This is an optimization exercise on Yosys and OpenROAD, whose aim is small area, not a production implementation.
In this exercise RTL edits were held to simulation tests only and were not proved equivalent to the original.
The flow treats the clock pin as an ideal source, which a real chip does not have.
No activity file was given, so power comes from the tool's default toggle rates.

$ cat flow/design.v
module debouncer(
    input raw,
    input clk,
    input reset,
    output reg clean
    );
	reg [11:0] q;
	reg f;
	wire [11:0] p = q ^ 12'haaa;
	wire differ = raw ^ clean;
	wire z = ~|p[10:0];
	wire last = p[11] & z;
	wire y = p[1] ^ p[2] ^ p[8];
	wire fb = p[11] ^ (y | z);    
	always @(posedge clk or posedge reset)
		if (reset) begin
			q <= 12'haaa;
			f <= 1'b0;
			clean <= 1'b0;
		end else begin
			q <= (differ ? {p[10:0], fb} : 12'd0) ^ 12'haaa;
			f <= differ & (f ^ last);
			clean <= f ? raw : clean;
		end
endmodule
module debounce_buttons(
	input b0, b1, b2, b3,
	input clk,
	input reset,
	output [3:0] bp
	);
	debouncer deb0(b0, clk, reset, bp[3]);
	debouncer deb1(b1, clk, reset, bp[2]);
	debouncer deb2(b2, clk, reset, bp[1]);
	debouncer deb3(b3, clk, reset, bp[0]);
endmodule
module validate_btns(
	input [1:0] d,
	input [3:0] bp,
	output correct,
	output none
);
	assign none = (bp == 4'b0000);
	assign correct = (d == 2'd0) ? (bp == 4'b1000) :
	                 (d == 2'd1) ? (bp == 4'b0100) : (bp == 4'b0001);
endmodule
module sound(
	input clk_50M, reset,
	input tone,      
	input playing,
	output reg pwm_out
);
	always @(posedge clk_50M or posedge reset)
		if (reset)
			pwm_out <= 1'b0;
		else
			pwm_out <= tone & playing;
endmodule
module display4digit(
	input win, lose, show, input [1:0] d, input [1:0] toptwo,
	input [1:0] sel,
	output an3, an2, an1, an0,
	output [6:0] seven_seg
	);
	wire [27:0] A1 = 28'b1000111_1000000_0010010_0000110;  
	wire [27:0] A2 = 28'b0010000_1000000_1000000_0100001;  
	wire [27:0] A = win ? A2 : A1;
	wire wl = win | lose;
	assign an3 = wl ? ~(sel == 2'd3) : ~(show & (d == 2'd0));
	assign an2 = wl ? ~(sel == 2'd2) : ~(show & (d == 2'd1));
	assign an1 = wl ? ~(sel == 2'd1) : 1'b1;
	assign an0 = wl ? ~(sel == 2'd0) : ~(show & (d == 2'd2));
	assign seven_seg = wl ? A[toptwo*7 +: 7] : {show, 6'b000000};
endmodule
module simon_fsm(
	input reset,
	input clk_50M,
	input b0, b1, b2, b3,
	output [6:0] seven_seg,
	output an0,
	output an1,
	output an2,
	output an3,
	output pwm_out,
	output reg led, win, lose
);
reg [13:0] p;
reg [4:0] hi;
wire w = ~|p[12:1];
wire z = w & ~p[0];               
wire wrap = z & ~p[13];           
wire idx1 = w & p[0] & ~p[13];    
wire fb = p[13] ^ p[1] ^ p[2] ^ p[7] ^ z;
always @(posedge clk_50M or posedge reset)
	if (reset) begin
		p <= 14'd0;
		hi <= 5'b11111;
	end else begin
		p <= {p[12:0], fb};
		if (wrap)
			hi <= hi + 5'd1;
	end
wire tick_1Hz = z & p[13] & ~hi[0];
wire [3:0] bp;
debounce_buttons mydebounce_buttons(b0, b1, b2, b3, clk_50M, reset, bp);
localparam R0 = 4'd0, S11 = 4'd1, R11 = 4'd2, S21 = 4'd3, S22 = 4'd4,
           R21 = 4'd5, R22 = 4'd6, S31 = 4'd7, S32 = 4'd8, S33 = 4'd9,
           R31 = 4'd10, R32 = 4'd11, R33 = 4'd12, W = 4'd13, L = 4'd15;
reg [3:0] state;
reg show, rd;
reg [1:0] d;      
wire correct, none;
always @(*) begin
	show = 0; rd = 0; d = 2'd0; win = 0; lose = 0;
	case (state)
		S11, S21, S31: show = 1;
		S22, S32: begin show = 1; d = 2'd1; end
		S33: begin show = 1; d = 2'd2; end
		R11, R21, R31: rd = 1;
		R22, R32: begin rd = 1; d = 2'd1; end
		R33: begin rd = 1; d = 2'd2; end
		W: win = 1;
		L: lose = 1;
		default: ;
	endcase
	led = rd;
end
validate_btns my_validate_btns(d, bp, correct, none);
always @(posedge clk_50M or posedge reset)
	if (reset)
		state <= R0;
	else if (tick_1Hz) begin
		if (rd) begin
			if (correct)
				state <= state + 4'd1;
			else if (!none)
				state <= L;
		end else if (!win && !lose)
			state <= state + 4'd1;
	end
sound my_sound(clk_50M, reset, hi[2], rd & correct, pwm_out);
wire sel_b = idx1 & ~|hi[2:0];
wire [1:0] sel = hi[4:3] - {1'b0, sel_b};
display4digit myDisplay(win, lose, show, d, hi[4:3], sel,
	an3, an2, an1, an0, seven_seg);
endmodule
$ cat flow/flow/run.sh
#!/bin/bash
# Own layout flow: the standard ORFS flow, with three changes:
#  1. after the standard synthesis, the combinational logic between the
#     (unchanged) registers is re-mapped by Yosys/ABC with an area-oriented
#     script (flow/reopt.sh); registers keep their cells and names;
#  2. ports are buffered with minimum-size buffers;
#  3. the clock tree is built from clkbuf_4 cells without dummy loads, and
#     leaf buffers with 12 or more flip-flops are then upsized
#     (flow/post_cts.tcl).
# Each tool's output goes to a log file of its own in this folder.
set -euo pipefail
export BUFFER_PORTS_ARGS="-buffer_cell sky130_fd_sc_hd__buf_1"
export CTS_ARGS="-sink_clustering_enable -repair_clock_nets -dont_use_dummy_load -sink_clustering_size 8 -sink_clustering_max_diameter 30 -buf_list sky130_fd_sc_hd__clkbuf_4"
export POST_CTS_TCL=$PWD/flow/post_cts.tcl
R=$PWD/orfs/results/$FLOW_PLATFORM/simon_fsm/base
bash standard.sh $R/1_2_yosys.v > synth.log 2>&1
cp $R/1_2_yosys.v std_synth.v
bash flow/reopt.sh std_synth.v reopt.v > reopt.log 2>&1
cp reopt.v $R/1_2_yosys.v
bash standard.sh > standard.log 2>&1
$ cat flow/flow/post_cts.tcl
# Clock leaf buffers driving many flip-flops get a stronger cell, so that the
# flip-flop clock pins keep their slew well under the limit after routing.
set changed 0
foreach inst [[ord::get_db_block] getInsts] {
  if { [[$inst getMaster] getName] != "sky130_fd_sc_hd__clkbuf_4" } { continue }
  set out [$inst findITerm X]
  set net [$out getNet]
  if { $net == "NULL" } { continue }
  set n [expr { [llength [$net getITerms]] - 1 }]
  if { $n >= 12 } {
    replace_cell [$inst getName] sky130_fd_sc_hd__clkbuf_8
    incr changed
  }
}
puts "post_cts: $changed clock buffers upsized"
if { $changed > 0 } {
  detailed_placement
  check_placement -verbose
  estimate_parasitics -placement
}
$ cat flow/flow/reopt.sh
#!/bin/bash
# reopt.sh IN.v OUT.v: re-map the combinational cells of a mapped netlist
# for area.  Flip-flops (and tie cells) are kept as they are, with their
# instance names and the names of the nets on their outputs.  ABC's deepsyn
# is run with eight random seeds (four at a time); the smallest result is
# kept.
set -euo pipefail
LIB=$FLOW_HOME/platforms/sky130hd/lib/sky130_fd_sc_hd__tt_025C_1v80.lib
DU=""
for c in $(sed -n '/DONT_USE_CELLS +=/,/^#/p' $FLOW_HOME/platforms/sky130hd/config.mk | grep -o "sky130_fd_sc_hd__[a-z0-9_]*"); do
  DU="$DU -dont_use $c"
done
for S in 0 1 2 3 4 5 6 7; do
cat > reopt_$S.ys <<EOY
read_liberty -ignore_miss_func $LIB
blackbox sky130_fd_sc_hd__df* sky130_fd_sc_hd__conb_1
read_verilog $1
hierarchy -top $FLOW_TOP
flatten
rename -hide w:_*
opt -purge
abc -script +strash;&get,-n;&deepsyn,-T,30,-S,$S;&put;dch;amap,-m,-F,4,-A,10;topo -liberty $LIB $DU
opt_clean -purge
hilomap -singleton -hicell sky130_fd_sc_hd__conb_1 HI -locell sky130_fd_sc_hd__conb_1 LO
splitnets
opt_clean -purge
tee -o reopt_stat_$S.txt stat -liberty $LIB
write_verilog -noattr -nohex -nodec reopt_$S.v
EOY
yosys reopt_$S.ys > reopt_$S.log 2>&1 &
if [ $S = 3 ]; then wait; fi
done
wait
best=$(for S in 0 1 2 3 4 5 6 7; do echo "$(grep 'Chip area' reopt_stat_$S.txt | awk '{print $NF}') $S"; done | sort -n | head -n 1 | awk '{print $2}')
echo "areas:"; grep 'Chip area' reopt_stat_*.txt; echo "kept seed $best"
cp reopt_$best.v $2
$ cat flow/standard.sh
#!/bin/bash
# synth_recipe.tcl (not shown) runs the flow's synth.tcl, then flattens the netlist and writes it again
# the make line also repeats each setting of config.mk as NAME=value (left out here)
make -C /OpenROAD-flow-scripts/flow DESIGN_CONFIG=/design/flow/config.mk WORK_HOME=/design/flow/orfs CLKGATE_MAP_FILE= SYNTH_SCRIPT=/design/flow/synth_recipe.tcl "${@:-finish}"
$ cat flow/config.mk
export PLATFORM = sky130hd
export DESIGN_NAME = simon_fsm
export DESIGN_NICKNAME = simon_fsm
export VERILOG_FILES = /design/flow/design.v
export SDC_FILE = /design/flow/constraint.sdc
export NUM_CORES = 4
export LEC_CHECK = 0
export CAP_MARGIN = 0
export CORE_MARGIN = 2
export CORE_UTILIZATION = 40
export PLACE_DENSITY = 0.6
export SLEW_MARGIN = 0
$ cat flow/constraint.sdc
create_clock -name core_clock -period 10.0 [get_ports {clk_50M}]
set_input_delay 2.0000 -clock core_clock [delete_from_list [all_inputs] [get_ports {clk_50M}]]
set_output_delay 2.0000 -clock core_clock [all_outputs]
set_load 0.01 [all_outputs]
==> key figures, run 1 <==
STA
  – Clk_skew: 22.3 ps
  – Max transition margin: 36.3%
  – Hold Slack: 384 ps
  – Final Hold Fails: 0
  – Tcrit/Tclk final: 45.3%
  – Setup tns final: 0 ps
  – Final setup viols: 0
  – Slew of the pin with the lowest slew margin: 955 ps
  – Minimum clock period: 4530 ps
  – Max Fclk: 221 MHz
  – RSZ-0062 raised after global routing: false
  – Max Slew Vio Count: 0

Detailed routing
  – Final ANT Viol Nets: 0
  – Routed wire per std cell: 12.5 um
  – # DRC: 0
  – Drt first pass iters: 4
  – DR vias/cell: 4.86
  – Via count: 2037
  – Final WL: 5240 um
  – DR iter-0 viols: 107

Critical path
  – Req. time, crit path: 8000 ps
  – Most used cell, CP: nor4_1
  – WP data arrival: 2530 ps
  – CP Class: reg -> out
  – CP max stage cell: dfrtp_1
  – Critical path capture point type: primary output
  – CP top delay family: simple AND/OR/NAND/NOR gates
  – CP Buf/Inv Count: 2
  – Largest fanout on the critical path: 4
  – Crit-path max cell delay: 420 ps
  – Critical-path cell list: nor4_1 -> nand4_1 -> nor4_1 -> o21ai_0 -> nand3_1 -> clkinv_1 -> or4_1 -> buf_1
  – Startpoint types: flip-flop

Final layout
  – N_diodes: 0
  – Nets: 328
  – Final Util: 45.6%
  – Layout cell share with drive strength beyond 1: 12.5%
  – Area Overhead vs Synth: 9.30%
  – Finished Layout Cells: 419
  – Fill count: 715

Yosys
  – Post-Syn Instances: 291
  – Synth warn: 3
  – Mapped Area: 3040 sq um
  – Net Count, Synth: 297
  – Post-Syn Area per Cell: 10.4 sq um

Global routing
  – First-pass GRT wire length: 9480 um
  – Vias in the first global route: 2006
  – Initial antenna violation count: 0
  – Largest net degree at the start of global routing: 81
  – Remaining global-route overflow: 0
  – Met3 GRT Util: 4.73%
  – GRT Util Overall: 14.6%
  – GRT busiest layer: met1
  – Met2 usage: 20.4%
  – Grt met1 use: 20.8%

Placed design
  – Routability cong.: 0.819
  – Post-placement cell count: 410
  – Final HPWL DP: 3640 um
  – IO buf count: 19

Clock tree
  – Clock-pin slew on the worst setup and hold paths: 90 ps
  – CTS Sinks: 80
  – Worst skew pair latency: 410 ps
  – CTS tree: done

Floorplan
  – DIE HEIGHT: 91.2 um
  – Die area: 8310 sq um
  – Core area: 7290 sq um
  – I/O pins: 21
  – Die Wd: 91.2 um
  – Row cnt: 31
  – Starting Density: 41.7%

Power
  – Leak: 1.39 nW
  – Final Power: 583 uW
  – Peak supply drop: 0.0456 mV
  – Pwr per Cell Area: 176 nW/um^2

Job
  – Total of max-cap violations: 0

Min path
  – Worst min path class: reg -> reg

Run status
  – Status: finished clean
[worst register-to-register path: cells and delay by family, from the launching register on]
family	cells	cell delay (ps)
AND/OR/NAND/NOR	6	940
AO/OA/AOI/OAI	3	460
buffers and inverters	3	440
flip-flops	1	390
[metrics by stage]
| step | cell area [sq um] | worst slack [ps] |
|---|---|---|
| after global placement | 3240 | 5950 |
| after floorplan | 3040 | 6200 |
| after global routing | 3320 | 5110 |
| after detailed placement | 3240 | 5910 |
| final | 3320 | 5470 |
[per-layer routing]
metal,vias up,share of wire (%)
li1,1036,-
met1,963,52
met2,29,43
met3,9,3.2
met4,0,2.1
met5,-,0
[path summary, 6_finish.rpt]
check	cells past startpoint	endpoint	from	slack (ps)
min in group asynchronous	3	mydebounce_buttons.deb2.q[4]	reset	1840
worst max-delay path	8	an0	p[1]	5470
max in group asynchronous	3	mydebounce_buttons.deb3.q[2]	reset	7530
worst min register to register	0	p[5]	p[4]	380
worst max register to register	12	state[2]	state[2]	7690
worst min-delay path	0	p[5]	p[4]	380
[sequential cells by signal, indices dropped and copies added, names as in the netlist, 4 cells and up]
register                   count
mydebounce_buttons.deb2.q     12
mydebounce_buttons.deb0.q     12
mydebounce_buttons.deb3.q     12
hi                             5
mydebounce_buttons.deb1.q     12
state                          4
p                             14
[power breakdown]
group          internal [mW]  total (mW)  switching, mW
combinational         0.0262      0.0721         0.0459
sequential             0.351       0.367         0.0157
clock                 0.0504       0.144         0.0940
[final cells by class]
cell class              instances  area (sq um)  share of cell area [%]
multi-input cells             183           896                    27.0
flip-flops and latches         80          2040                    61.4
repair buffers                 20          78.8                    2.37
inverters                      28           105                    3.16
well taps                      99           124                    3.73
clock buffers                   9          80.1                    2.41
[layout by cell type (no fill, tap or decap), types with 2 or more instances in the layout]
master / count
o21a_1: 4
o211ai_1: 2
clkinv_1: 27
mux2_1: 2
nor3_1: 8
or2_0: 4
nor4b_1: 4
clkbuf_8: 2
nor4_1: 4
o22ai_1: 8
a211oi_1: 4
clkbuf_4: 7
nor2_1: 53
nand2_1: 48
dfrtp_1: 51
nand4_1: 3
o21ai_0: 5
nand3_1: 6
a21oi_1: 17
buf_1: 19
dfstp_2: 29
==> run 2: changes to the inputs <==
--- a/flow/design.v
+++ b/flow/design.v
@@ -10,7 +10,7 @@
 	wire differ = raw ^ clean;
 	wire z = ~|p[10:0];
 	wire last = p[11] & z;
-	wire y = p[1] ^ p[2] ^ p[8];
+	wire y = p[0] ^ p[1] ^ p[7];
 	wire fb = p[11] ^ (y | z);    
 	always @(posedge clk or posedge reset)
 		if (reset) begin
@@ -90,7 +90,7 @@
 wire z = w & ~p[0];               
 wire wrap = z & ~p[13];           
 wire idx1 = w & p[0] & ~p[13];    
-wire fb = p[13] ^ p[1] ^ p[2] ^ p[7] ^ z;
+wire fb = p[13] ^ p[0] ^ p[2] ^ p[4] ^ z;
 always @(posedge clk_50M or posedge reset)
 	if (reset) begin
 		p <= 14'd0;
--- a/flow/flow/run.sh
+++ b/flow/flow/run.sh
@@ -10,7 +10,7 @@
 # Each tool's output goes to a log file of its own in this folder.
 set -euo pipefail
 export BUFFER_PORTS_ARGS="-buffer_cell sky130_fd_sc_hd__buf_1"
-export CTS_ARGS="-sink_clustering_enable -repair_clock_nets -dont_use_dummy_load -sink_clustering_size 8 -sink_clustering_max_diameter 30 -buf_list sky130_fd_sc_hd__clkbuf_4"
+export CTS_ARGS="-repair_clock_nets -dont_use_dummy_load -buf_list sky130_fd_sc_hd__clkbuf_8"
 export POST_CTS_TCL=$PWD/flow/post_cts.tcl
 R=$PWD/orfs/results/$FLOW_PLATFORM/simon_fsm/base
 bash standard.sh $R/1_2_yosys.v > synth.log 2>&1
==> run 2 against run 1 <==
Against the previous run:
- still clean on timing, DRC and antenna
- sequential power shrank 6.0%
- utilization grew 0.65 points
- clock power grew 22%
- power shrank 3.0%
- setup slack better by 280 ps
- area after synthesis is 0.12% higher
- synthesized cell count rose by 1.0%
- non-clock buffer count unchanged
- global-route usage fell by 0.35 points
- clock-buffer cell count unchanged
- critical path depth did not move
- largest cell class unchanged
- highest routed layer unchanged
==> key figures, run 2 <==
STA
  – Minimum clock period: 4250 ps
  – Max Slew Vio Count: 0
  – Final Hold Fails: 0
  – RSZ-0062 raised after global routing: false
  – Tcrit/Tclk final: 42.5%
  – Max transition margin: 36.6%
  – Slew of the pin with the lowest slew margin: 951 ps
  – Max Fclk: 235 MHz
  – Setup tns final: 0 ps
  – Final setup viols: 0
  – Clk_skew: 22.1 ps

Yosys
  – Mapped Area: 3040 sq um
  – Net Count, Synth: 300
  – Synth warn: 3
  – Post-Syn Instances: 294
  – Post-Syn Area per Cell: 10.4 sq um

Final layout
  – Number of flip-flops in the largest register: 14
  – Fill count: 721
  – Commonest non-fill, non-tap cell in the layout: nor2_1
  – Layout cell share with drive strength beyond 1: 12.4%
  – Reg with most FFs: p
  – Area Overhead vs Synth: 10.7%
  – Nets: 331
  – N_diodes: 0
  – Commonest cells after routing, fill and taps aside: nor2_1 (55), dfrtp_1 (51), nand2_1 (44), dfstp_2 (29), clkinv_1 (24)

Placed design
  – Final HPWL DP: 3670 um
  – Routability cong.: 0.839
  – IO buf count: 19

Power
  – P_sw: 134 uW
  – Switching Fraction: 23.7%
  – Peak supply drop: 0.0606 mV
  – Internal: 432 uW
  – Leak: 1.40 nW
  – Clock power frac: 31.1%
  – Seq pwr share: 60.9%
  – Final Power: 566 uW
  – Pwr per Cell Area: 168 nW/um^2
  – Comb power frac: 8.0%

Run status
  – Status: finished clean

Detailed routing
  – DR vias/cell: 4.96
  – Via count: 2093
  – Final WL: 5300 um
  – # DRC: 0
  – Final ANT Viol Nets: 0
  – Routed wire per std cell: 12.6 um
  – DR iter-0 viols: 119
  – Drt first pass iters: 4

Critical path
  – CP Class: reg -> out
  – Largest fanout on the critical path: 4
  – CP max stage cell: dfrtp_1
  – Req. time, crit path: 8000 ps
  – Most used cell, CP: nor4_1
  – Critical-path cell list: nor4_1 -> nand4_1 -> nor4_1 -> nor2_1 -> a21oi_1 -> or2_0 -> o22a_1 -> buf_1
  – Critical path capture point type: primary output
  – WP data arrival: 2250 ps
  – Startpoint types: flip-flop
  – Crit-path max cell delay: 410 ps

Clock tree
  – Clock-pin slew on the worst setup and hold paths: 90 ps
  – Worst skew pair latency: 350 ps
  – CTS Sinks: 80
  – CTS tree: done

Floorplan
  – Row cnt: 31
  – Die area: 8320 sq um
  – Starting Density: 41.7%
  – Die Wd: 91.2 um
  – Core area: 7290 sq um
  – I/O pins: 21
  – DIE HEIGHT: 91.2 um

Global routing
  – Remaining global-route overflow: 0
  – Initial antenna violation count: 0
  – Vias in the first global route: 2054
  – Largest net degree at the start of global routing: 81
  – GRT Util Overall: 14.3%
  – First-pass GRT wire length: 9430 um

Job
  – Total of max-cap violations: 0

Min path
  – Worst min path class: reg -> reg
[run 2: through the flow]
step           setup WS (ps)  hold slack [ps]  utilization [%]  cell area, sq um  cells
2_1_floorplan           6320              354                -              3040    294
3_3_place_gp            6130              362             44.5              3250    413
3_5_place_dp            6150              362             44.5              3250    413
5_1_grt                 5520              375             46.2              3370    422
6_report                5750              371             46.2              3370    422
[run 2: per-layer routing]
| metal | vias up | global-route usage, % | part of all wire [%] | routed length, um |
|---|---|---|---|---|
| met4 | 0 | 6.06 | 1.6 | 83 |
| li1 | 1049 | - | - | - |
| met3 | 7 | 4.23 | 2.9 | 155 |
| met5 | - | 0 | 0 | 0 |
| met2 | 35 | 20.7 | 45 | 2380 |
| met1 | 1002 | 20.0 | 51 | 2680 |
[run 2: area by class of cell]
class | count | area (sq um) | area share (%)
sequential | 80 | 2040 | 60.5
multi-input combinational | 189 | 911 | 27.0
clock buffer | 9 | 124 | 3.68
tap | 99 | 124 | 3.68
inverter | 25 | 93.8 | 2.78
timing repair buffer | 20 | 78.8 | 2.34
[run 2: final timing paths]
check | start | to | slack [ps] | cells after the start
worst min register to register | p[11] | p[12] | 370 | 0
worst max register to register | state[1] | state[2] | 7370 | 13
min in group asynchronous | reset | p[13] | 1930 | 3
worst max-delay path | p[2] | an0 | 5750 | 8
max in group asynchronous | reset | mydebounce_buttons.deb0.q[10] | 7460 | 3
worst min-delay path | p[11] | p[12] | 370 | 0
[run 2: worst max-delay path: cells and delay by family (launching register included)]
family / cells / cell delay, ps
AOI/OAI and AO/OA: 2 / 340
buffers and inverters: 1 / 150
DFF: 1 / 410
and+or+nand+nor: 5 / 1000
[run 2: power groups by stage]
| stage | Clock, mW | Sequential [mW] | Combinational, mW |
|---|---|---|---|
| after global routing | 0.198 | 0.346 | 0.0533 |
| after global placement | 0 | 0.350 | 0.0454 |
| final | 0.176 | 0.345 | 0.0452 |
| after floorplan | 0 | 0.348 | 0.0357 |
| after detailed placement | 0 | 0.350 | 0.0461 |
==> run 3: changes to the inputs <==
--- a/flow/flow/run.sh
+++ b/flow/flow/run.sh
@@ -10,7 +10,7 @@
 # Each tool's output goes to a log file of its own in this folder.
 set -euo pipefail
 export BUFFER_PORTS_ARGS="-buffer_cell sky130_fd_sc_hd__buf_1"
-export CTS_ARGS="-repair_clock_nets -dont_use_dummy_load -buf_list sky130_fd_sc_hd__clkbuf_8"
+export CTS_ARGS="-sink_clustering_enable -repair_clock_nets -dont_use_dummy_load -sink_clustering_levels 1 -sink_clustering_size 25 -sink_clustering_max_diameter 200 -buf_list sky130_fd_sc_hd__clkbuf_8"
 export POST_CTS_TCL=$PWD/flow/post_cts.tcl
 R=$PWD/orfs/results/$FLOW_PLATFORM/simon_fsm/base
 bash standard.sh $R/1_2_yosys.v > synth.log 2>&1
==> run 3 against run 2 <==
Against the previous run:
- sequential power barely moved
- sequential share of layout area stayed put
- maximum frequency stayed put
- setup slack stayed put
- critical path depth unchanged
- die area stayed put
- via count unchanged
- combinational power about the same
- clock-buffer cell count did not move
- sequential cell count is the same
- critical path type unchanged
- largest cell class unchanged
==> key figures, run 3 <==
Min path
  – Worst min path class: reg -> reg
  – Hold_sp: p[11]

Detailed routing
  – DR vias/cell: 4.96
  – Final ANT Viol Nets: 0
  – # DRC: 0
  – Final WL: 5300 um
  – Drt first pass iters: 4
  – Routed wire per std cell: 12.6 um
  – DR iter-0 viols: 119
  – Via count: 2093

Yosys
  – Synth warn: 3
  – Post-Syn Instances: 294
  – Mapped Area: 3040 sq um
  – Net Count, Synth: 300
  – Post-Syn Area per Cell: 10.4 sq um

Critical path
  – Largest fanout on the critical path: 4
  – Critical path capture point type: primary output
  – CP Class: reg -> out
  – WP data arrival: 2250 ps
  – Startpoint types: flip-flop
  – CP Launch Point: p[2]
  – FF-to-FF Start: state[1]
  – Req. time, crit path: 8000 ps

Final layout
  – Commonest non-fill, non-tap cell in the layout: nor2_1
  – Commonest cells after routing, fill and taps aside: nor2_1 (55), dfrtp_1 (51), nand2_1 (44), dfstp_2 (29), clkinv_1 (24)
  – Area Overhead vs Synth: 10.7%
  – Number of flip-flops in the largest register: 14
  – Nets: 331
  – Finished Layout Cells: 422
  – N_diodes: 0
  – Reg with most FFs: p
  – Layout cell share with drive strength beyond 1: 12.4%

Clock tree
  – CTS tree: done
  – CTS Sinks: 80
  – Clock-pin slew on the worst setup and hold paths: 90 ps
  – Worst skew pair latency: 350 ps

Placed design
  – Final HPWL DP: 3670 um
  – IO buf count: 19
  – Routability cong.: 0.839
  – Post-placement cell count: 413

STA
  – Final setup viols: 0
  – Tcrit/Tclk final: 42.5%
  – Slew of the pin with the lowest slew margin: 951 ps
  – Final Hold Fails: 0
  – Max Slew Vio Count: 0
  – Minimum clock period: 4250 ps
  – RSZ-0062 raised after global routing: false
  – Clk_skew: 22.1 ps
  – Max Fclk: 235 MHz
  – Max transition margin: 36.6%
  – Setup tns final: 0 ps

Power
  – Leak: 1.40 nW
  – Pwr per Cell Area: 168 nW/um^2
  – Switching Fraction: 23.7%
  – Clock power frac: 31.1%
  – Comb power frac: 8.0%
  – Peak supply drop: 0.0606 mV
  – Seq pwr share: 60.9%
  – P_sw: 134 uW
  – Internal: 432 uW

Global routing
  – Vias in the first global route: 2054
  – Remaining global-route overflow: 0
  – GRT Util Overall: 14.3%
  – First-pass GRT wire length: 9430 um
  – Initial antenna violation count: 0
  – Largest net degree at the start of global routing: 81

Floorplan
  – Starting Density: 41.7%
  – I/O pins: 21
  – Die area: 8320 sq um
  – Core area: 7290 sq um
  – DIE HEIGHT: 91.2 um
  – Die Wd: 91.2 um
  – Row cnt: 31

Job
  – Total of max-cap violations: 0

Run status
  – Status: finished clean
[run 3: worst paths after layout]
kind	to	slack, ps	cells after the start
worst max-delay path	an0	5750	8
worst min-delay path	p[12]	370	0
worst max register to register	state[2]	7370	13
worst min register to register	p[12]	370	0
max in group asynchronous	mydebounce_buttons.deb0.q[10]	7460	3
min in group asynchronous	p[13]	1930	3
[run 3: worst max-delay path, cell delays in order, from the launching register on]
cell and delay (ps):
dfrtp_1 410, nor4_1 300, nand4_1 180, nor4_1 270
nor2_1 70, a21oi_1 200, or2_0 180, o22a_1 140
buf_1 150
[run 3: final cells by class]
| class | count | area, sq um |
|---|---|---|
| sequential | 80 | 2040 |
| inverter | 25 | 93.8 |
| tap | 99 | 124 |
| multi-input combinational | 189 | 911 |
| clock buffer | 9 | 124 |
| timing repair buffer | 20 | 78.8 |
| fill | 721 | 3920 |
[run 3: power by group through the flow]
stage,combinational (mW),clock [mW],sequential [mW]
6_report,0.0452,0.176,0.345
5_1_grt,0.0533,0.198,0.346
2_1_floorplan,0.0357,0,0.348
3_5_place_dp,0.0461,0,0.350
3_3_place_gp,0.0454,0,0.350
[run 3: through the flow]
step	utilization, %	hold slack, ps	cell area (sq um)	power (mW)	worst slack, ps
2_1_floorplan	-	354	3040	0.384	6320
3_3_place_gp	44.5	362	3250	0.396	6130
3_5_place_dp	44.5	362	3250	0.396	6150
5_1_grt	46.2	375	3370	0.598	5520
6_report	46.2	371	3370	0.566	5750
[run 3: layer usage]
layer  vias to the layer above  track usage [%]  routed length [um]
met5                         -                0                   0
met4                         0             6.06                  83
met3                         7             4.23                 155
met2                        35             20.7                2380
met1                      1002             20.0                2680
li1                       1049                -                   -

-- port drivers added, routing unchanged --
The results above use ideal ports. As a check the final layouts listed here were re-extracted and re-timed, cells and wires unchanged.
Step 1: set_driving_cell puts a clkbuf_16 on clk_50M and a buf_2 on each other input, an assumption about the parent block.
Step 2 adds t to the input delays and takes it off the output delays; t is the mean of the earliest and latest rising clock arrival at the registers after step 1. Input paths then give back, and output paths get back, about the clock's delay inside the block.
Three values: no drivers, after step 1, after step 2; two values: the first two.
run	t, ns	setup slack, ns	worst setup path at the end	slew at the worst register clock pin (ns)	worst data-port slew with drivers (ns)
run 1	0.428	5.471 / 5.444 / 5.872	register to output	0.11 / 0.11	0.03
run 2	0.365	5.747 / 5.718 / 6.083	register to output	0.09 / 0.09	0.03
run 3	0.365	5.747 / 5.718 / 6.083	register to output	0.09 / 0.09	0.03
After both steps setup and hold are still met in every run listed.
